Source: an optimization exercise on an open RTL-to-GDS flow (aim: small area). Production flows keep margins and buffers that such runs may drop. Only simulation tests tie the RTL to the original design; equivalence was not proved. No activity file was given, so power comes from the tool's default toggle rates.

==> flow/design.v (excerpt) <==
module ADSR_envelope (
  input clk,
  input rst,
  input gate,
  input [3:0] a,
  input [3:0] d,
  input [3:0] s,
  input [3:0] r,
  output active,
  output reg [7:0] amplitude);
export LEC_CHECK = 0
export ABC_AREA = 1
export CAP_MARGIN = 20
export CORE_MARGIN = 2
export CORE_UTILIZATION = 40
export SLEW_MARGIN = 20
create_clock -name core_clock -period 10.0 [get_ports {clk}]
standard.sh (not shown) runs the stock make flow with config.mk's settings and CLKGATE_MAP_FILE= SYNTH_SCRIPT=/design/flow/synth_recipe.tcl, a recipe that flattens the netlist after the stock synthesis.
==> flow/flow/run.sh <==
#!/bin/bash
# Own layout flow: the standard synthesis, then an area-oriented re-mapping
# of the combinational logic (flip-flops, their names and cell types untouched;
# full adders kept), checked for equivalence with the standard netlist, then
# the standard ORFS flow from floorplan to finish.
set -uo pipefail
W=$(pwd)
R=$W/orfs/results/${FLOW_PLATFORM}/ADSR_envelope/base
YOSYS=yosys
[ -x "$FLOW_HOME/../tools/install/yosys/bin/yosys" ] && YOSYS=$FLOW_HOME/../tools/install/yosys/bin/yosys
export LIB=$FLOW_HOME/platforms/${FLOW_PLATFORM}/lib/sky130_fd_sc_hd__tt_025C_1v80.lib
export TOP=$FLOW_TOP
export DONTUSE="$(cat $W/flow/dontuse.txt)"

bash standard.sh synth > synth.log 2>&1 || { echo "standard synth failed"; exit 1; }
cp $R/1_2_yosys.v $W/std_netlist.v

use_post=0
for S in "$(cat $W/flow/abc1.script)" "$(cat $W/flow/abc2.script)"; do
  IN=$W/std_netlist.v OUT=$W/post_netlist.v KEEP="sky130_fd_sc_hd__fa_1" SCRIPT="$S" \
    $YOSYS -c $W/flow/post.tcl > post.log 2>&1 || continue
  A=$W/std_netlist.v B=$W/post_netlist.v $YOSYS -c $W/flow/equiv.tcl > equiv.log 2>&1 || continue
  use_post=1; break
done
if [ $use_post = 1 ]; then
  echo "using re-mapped netlist"
  cp $W/post_netlist.v $R/1_2_yosys.v
  rm -f $R/1_synth.odb $R/1_synth.sdc
else
  echo "re-mapping failed or not proven equivalent; using the standard netlist"
fi
bash standard.sh BUFFER_PORTS_ARGS="-buffer_cell sky130_fd_sc_hd__buf_1" finish > finish.log 2>&1 || { echo "finish failed"; tail -30 finish.log; exit 1; }
echo done
Other scripts of this flow, unchanged in this note and not shown: flow/flow/abc1.script, flow/flow/abc2.script, flow/flow/dontuse.txt, flow/flow/equiv.tcl, flow/flow/post.tcl
The baseline completed with no timing, DRC or antenna violations.
==> next run, changes <==
CTS_BUF_LIST = sky130_fd_sc_hd__clkbuf_4 sky130_fd_sc_hd__clkbuf_8   (was unset)
Outcome: Via count is about the same; wire length is about the same; fmax drops by 0.47%; combinational power hardly moves; flip-flop and latch count stays the same; total power drops by 7.7%; final area drops by 1.1%.

* * *

ADSR_envelope, a different RTL version from the one above (not shown whole).
Size: ~830 cells after synthesis, roughly 55 flip-flops, roughly 28 I/O pins, roughly 5700 um^2 of cells after synthesis.
Settings: LEC_CHECK=0, ABC_AREA=1, CAP_MARGIN=20, CORE_MARGIN=2, CORE_UTILIZATION=40, GPL_TIMING_DRIVEN=0, SLEW_MARGIN=20; clock period 10.0 ns.
run.sh (not shown) runs the stock make flow with config.mk's settings and CLKGATE_MAP_FILE= SYNTH_SCRIPT=/design/flow/synth_recipe.tcl, a recipe that flattens the netlist after the stock synthesis.
Stock flow here: none of the scripts above is used.
The baseline went through all stages and came out clean.
Next try:
GPL_TIMING_DRIVEN = default   (was 0)
Outcome: The new run passed the timing, design-rule and antenna checks. Total power is lower by 1.7%. Global-route usage drops by 0.51 points. Cell count hardly moves. Count of clock-buffer cells in the layout stays the same. Clock power drops by about 3%. Non-clock buffer count increases by 3. Register-to-register slack got worse by 0.37 ns.

* * *

v7:
ADSR_envelope, a different RTL version from the one above (not shown whole).
Size: ~580 cells after synthesis, roughly 4400 um2 of cells after synthesis.
==> flow/design.v (excerpt) <==
module ADSR_envelope (
  input clk,
  input rst,
  input gate,
  input [3:0] a,
  input [3:0] d,
  input [3:0] s,
  input [3:0] r,
  output active,
  output reg [7:0] amplitude);
  localparam OFF     = 3'd0;
  localparam ATTACK  = 3'd1;
  localparam DECAY   = 3'd2;
  localparam SUSTAIN = 3'd3;
  localparam RELEASE = 3'd4;
  reg [2:0]  state;
  reg [26:0] accumulator;
  reg        prev_gate;
  reg [7:0]  dectmp;
  reg [7:0]  reltmp;
  function [16:0] attack_table;
    input [3:0] p;
    case (p)
      4'd0:  attack_table = 17'd43690;
      4'd1:  attack_table = 17'd43690;
      4'd2:  attack_table = 17'd87381;
      4'd3:  attack_table = 17'd58254;
      4'd4:  attack_table = 17'd36792;
      4'd5:  attack_table = 17'd24966;
      4'd6:  attack_table = 17'd20560;
      4'd7:  attack_table = 17'd17476;
      4'd8:  attack_table = 17'd13981;
      4'd9:  attack_table = 17'd5592;
      4'd10: attack_table = 17'd2796;
      4'd11: attack_table = 17'd1747;
      4'd12: attack_table = 17'd1398;
      4'd13: attack_table = 17'd466;
      4'd14: attack_table = 17'd279;
      default: attack_table = 17'd174;
    endcase
  endfunction
  function [16:0] decay_release_table;
    input [3:0] p;
    case (p)
      4'd0:  decay_release_table = 17'd101944;
      4'd1:  decay_release_table = 17'd58254;
      4'd2:  decay_release_table = 17'd29127;
      4'd3:  decay_release_table = 17'd19418;
  ...
==> flow/config.mk <==
export PLATFORM = sky130hd
export DESIGN_NAME = ADSR_envelope
export DESIGN_NICKNAME = ADSR_envelope
export VERILOG_FILES = /design/flow/design.v
export SDC_FILE = /design/flow/constraint.sdc
export NUM_CORES = 4
export LEC_CHECK = 0
export ABC_AREA = 1
export CAP_MARGIN = 20
export CORE_MARGIN = 2
export CORE_UTILIZATION = 70
export CTS_BUF_LIST = sky130_fd_sc_hd__clkbuf_4 sky130_fd_sc_hd__clkbuf_8
export GPL_TIMING_DRIVEN = 0
export SLEW_MARGIN = 20
==> flow/constraint.sdc <==
create_clock -name core_clock -period 10.0 [get_ports {clk}]
set_input_delay 2.0000 -clock core_clock [delete_from_list [all_inputs] [get_ports {clk}]]
set_output_delay 2.0000 -clock core_clock [all_outputs]
set_load 0.01 [all_outputs]
standard.sh (not shown) runs the stock make flow with config.mk's settings and CLKGATE_MAP_FILE= SYNTH_SCRIPT=/design/flow/synth_recipe.tcl, a recipe that flattens the netlist after the stock synthesis.
==> flow/flow/run.sh <==
#!/bin/bash
# Own layout flow: the standard synthesis, then an area-oriented re-mapping
# of the combinational logic with ABC (flip-flops, their names and cell types
# untouched; full-adder cells kept). Each candidate netlist must be proven
# equivalent to the standard netlist (yosys equiv_*); the smallest proven one
# is used, else the standard netlist. Then the standard ORFS flow to finish,
# with ports buffered by buf_1 cells.
set -uo pipefail
W=$(pwd)
R=$W/orfs/results/${FLOW_PLATFORM}/ADSR_envelope/base
YOSYS=yosys
[ -x "$FLOW_HOME/../tools/install/yosys/bin/yosys" ] && YOSYS=$FLOW_HOME/../tools/install/yosys/bin/yosys
export LIB=$FLOW_HOME/platforms/${FLOW_PLATFORM}/lib/sky130_fd_sc_hd__tt_025C_1v80.lib
export TOP=$FLOW_TOP
export DONTUSE="$(cat $W/flow/dontuse.txt)"

bash standard.sh synth > synth.log 2>&1 || { echo "standard synth failed"; exit 1; }
cp $R/1_2_yosys.v $W/std_netlist.v

mkdir -p $W/post
n=0
while read -r S; do
  [ -z "$S" ] && continue
  n=$((n+1))
  (
    IN=$W/std_netlist.v OUT=$W/post/cand$n.v KEEP="sky130_fd_sc_hd__fa_1" SCRIPT="$S" \
      timeout 600 $YOSYS -c $W/flow/post.tcl > post$n.log 2>&1 &&
    A=$W/std_netlist.v B=$W/post/cand$n.v timeout 900 $YOSYS -c $W/flow/equiv.tcl > equiv$n.log 2>&1 &&
    echo "$(python3 $W/flow/area.py $W/post/cand$n.v | awk '{print $2}') $n" > $W/post/ok$n
  ) &
done < $W/flow/abc.scripts
wait
best=$(cat $W/post/ok* 2>/dev/null | sort -g | head -1 | awk '{print $2}')
if [ -n "$best" ]; then
  echo "using re-mapped netlist $best: $(cat $W/post/ok$best)"
  cp $W/post/cand$best.v $R/1_2_yosys.v
  rm -f $R/1_synth.odb $R/1_synth.sdc
else
  echo "no re-mapped netlist proven equivalent; using the standard netlist"
fi
bash standard.sh BUFFER_PORTS_ARGS="-buffer_cell sky130_fd_sc_hd__buf_1" finish > finish.log 2>&1 || { echo "finish failed"; tail -30 finish.log; exit 1; }
echo done
==> flow/flow/abc.scripts <==
strash;&get -n;&deepsyn -S 1 -T 120;&put;dch -f;amap;topo
strash;&get -n;&deepsyn -S 2 -T 120;&put;dch -f;amap;topo
strash;&get -n;&deepsyn -S 3 -T 120;&put;dch -f;amap;topo
strash;&get -n;&deepsyn -S 1 -T 120;&put;dch -f;map -a;topo
Other scripts of this flow, unchanged in this note and not shown: flow/flow/area.py, flow/flow/dontuse.txt, flow/flow/equiv.tcl, flow/flow/post.tcl
v7 has completed all stages; timing, DRC and antenna checks passed.
diff inputs: v7 => v42
# v7
export LEC_CHECK = 0
export ABC_AREA = 1
export CAP_MARGIN = 20
export CORE_MARGIN = 2
export CORE_UTILIZATION = 70
export CTS_BUF_LIST = sky130_fd_sc_hd__clkbuf_4 sky130_fd_sc_hd__clkbuf_8
export GPL_TIMING_DRIVEN = 0
export SLEW_MARGIN = 20
create_clock -name core_clock -period 10.0 [get_ports {clk}]
# v42
export LEC_CHECK = 0
export ABC_AREA = 1
export CAP_MARGIN = 20
export CORE_MARGIN = 2
export CORE_UTILIZATION = 70
export CTS_BUF_LIST = sky130_fd_sc_hd__clkbuf_4 sky130_fd_sc_hd__clkbuf_8
export CTS_CLUSTER_SIZE = 30
export GPL_TIMING_DRIVEN = 0
export SLEW_MARGIN = 20
create_clock -name core_clock -period 10.0 [get_ports {clk}]
==> notes.md <==
Critical path depth essentially unchanged between v42 and v7.
Diff v42..v7 | routed length on met1 | unchanged
v7 -> v42: first-iteration DRC count delta 0, exact match
Diff v42..v7 | die area | unchanged
| clock-pin slew reported for the worst setup and hold paths after clock tree synthesis | v42 vs v7 | ≈ equal |
Diff v7..v42 | inverter count of the layout excluding clock inverters | unchanged
The following lists how v53 was set up differently from v42:
# v42
export LEC_CHECK = 0
export ABC_AREA = 1
export CAP_MARGIN = 20
export CORE_MARGIN = 2
export CORE_UTILIZATION = 70
export CTS_BUF_LIST = sky130_fd_sc_hd__clkbuf_4 sky130_fd_sc_hd__clkbuf_8
export CTS_CLUSTER_SIZE = 30
export GPL_TIMING_DRIVEN = 0
export SLEW_MARGIN = 20
create_clock -name core_clock -period 10.0 [get_ports {clk}]
# v53
export LEC_CHECK = 0
export ABC_AREA = 1
export CAP_MARGIN = 20
export CORE_MARGIN = 2
export CORE_UTILIZATION = 70
export CTS_BUF_LIST = sky130_fd_sc_hd__clkbuf_4 sky130_fd_sc_hd__clkbuf_8
export GPL_TIMING_DRIVEN = 0
export SLEW_MARGIN = 20
create_clock -name core_clock -period 10.0 [get_ports {clk}]
==> flow/flow/abc.scripts <==
strash;&get -n;&deepsyn -S 3 -T 120;&put;dch -f;map -a;topo
strash;&get -n;&deepsyn -S 1 -T 120;&put;dch -f;map -a;topo
strash;&get -n;&deepsyn -S 5 -T 120;&put;dch -f;map -a;topo
strash;dch -f;map -a;topo
Findings:
- Maximum single-stage delay on the critical path: v53 and v42 compared, higher one is v53
- Wire length of the first global-routing pass shrinks by a few percent when moving from v42 to v53.
- Via count delta (v53 − v42): favourable
- Sort v53 and v42 by total wire length asc -> top: v53
- The first-iteration DRC count reported for v53 is smaller than that of v42 by 83.
- The estimated power of v53 ends up lower than the estimate for v42.
- The fraction of power consumed by combinational cells in v53 sits 1.4 points below the value recorded for v42.
- NOTE largest net degree at the start of global routing v42->v53 increased by more than a quarter
- Between v53 and v42, the minimum clock period is lower for v53.
- Taking v42 as 1.0, v53 lands at 0.57 on met3 layer wire length in the routed design.

port drivers added, routing unchanged:
In the flow no input, the clock included, has a driving cell. The finished layouts below were timed again as built, in two steps.
Step 1 (the two cells are an assumption about what drives the block):
set clk [get_ports {clk}]
set_driving_cell -lib_cell sky130_fd_sc_hd__clkbuf_16 $clk
set_driving_cell -lib_cell sky130_fd_sc_hd__buf_2 [delete_from_list [all_inputs] $clk]
Step 2 also shifts input and output timing later by t, the mid clock arrival at the registers, as if the neighbouring blocks saw the same clock.
Slacks: ideal ports / drivers / drivers and shift; pairs: ideal ports / drivers.
| run | shift t [ns] | slack for setup (ns) | worst setup path at the end | worst register clock-pin slew, ns | worst slew at a driven data input, ns |
|---|---|---|---|---|---|
| the first run of note 1 | 0.333 | 0.495 / 0.507 / 0.174 | input to register | 0.08 / 0.08 | 0.04 |
| the second run of note 1 | 0.345 | 0.450 / 0.458 / 0.113 | input to register | 0.11 / 0.11 | 0.04 |
| the first run of note 2 | 0.336 | 0.318 / 0.335 / -0.001 | input to register | 0.08 / 0.08 | 0.04 |
| the second run of note 2 | 0.330 | 0.344 / 0.361 / 0.031 | input to register | 0.08 / 0.08 | 0.04 |
| v7 | 0.343 | 0.532 / 0.493 / 0.151 | input to register | 0.11 / 0.11 | 0.07 |
| v42 | 0.343 | 0.532 / 0.493 / 0.151 | input to register | 0.11 / 0.11 | 0.07 |
| v53 | 0.340 | 0.600 / 0.600 / 0.438 | input to register | 0.11 / 0.11 | 0.05 |
Met with ideal ports but missed after step 2: setup timing in the first run of note 2.
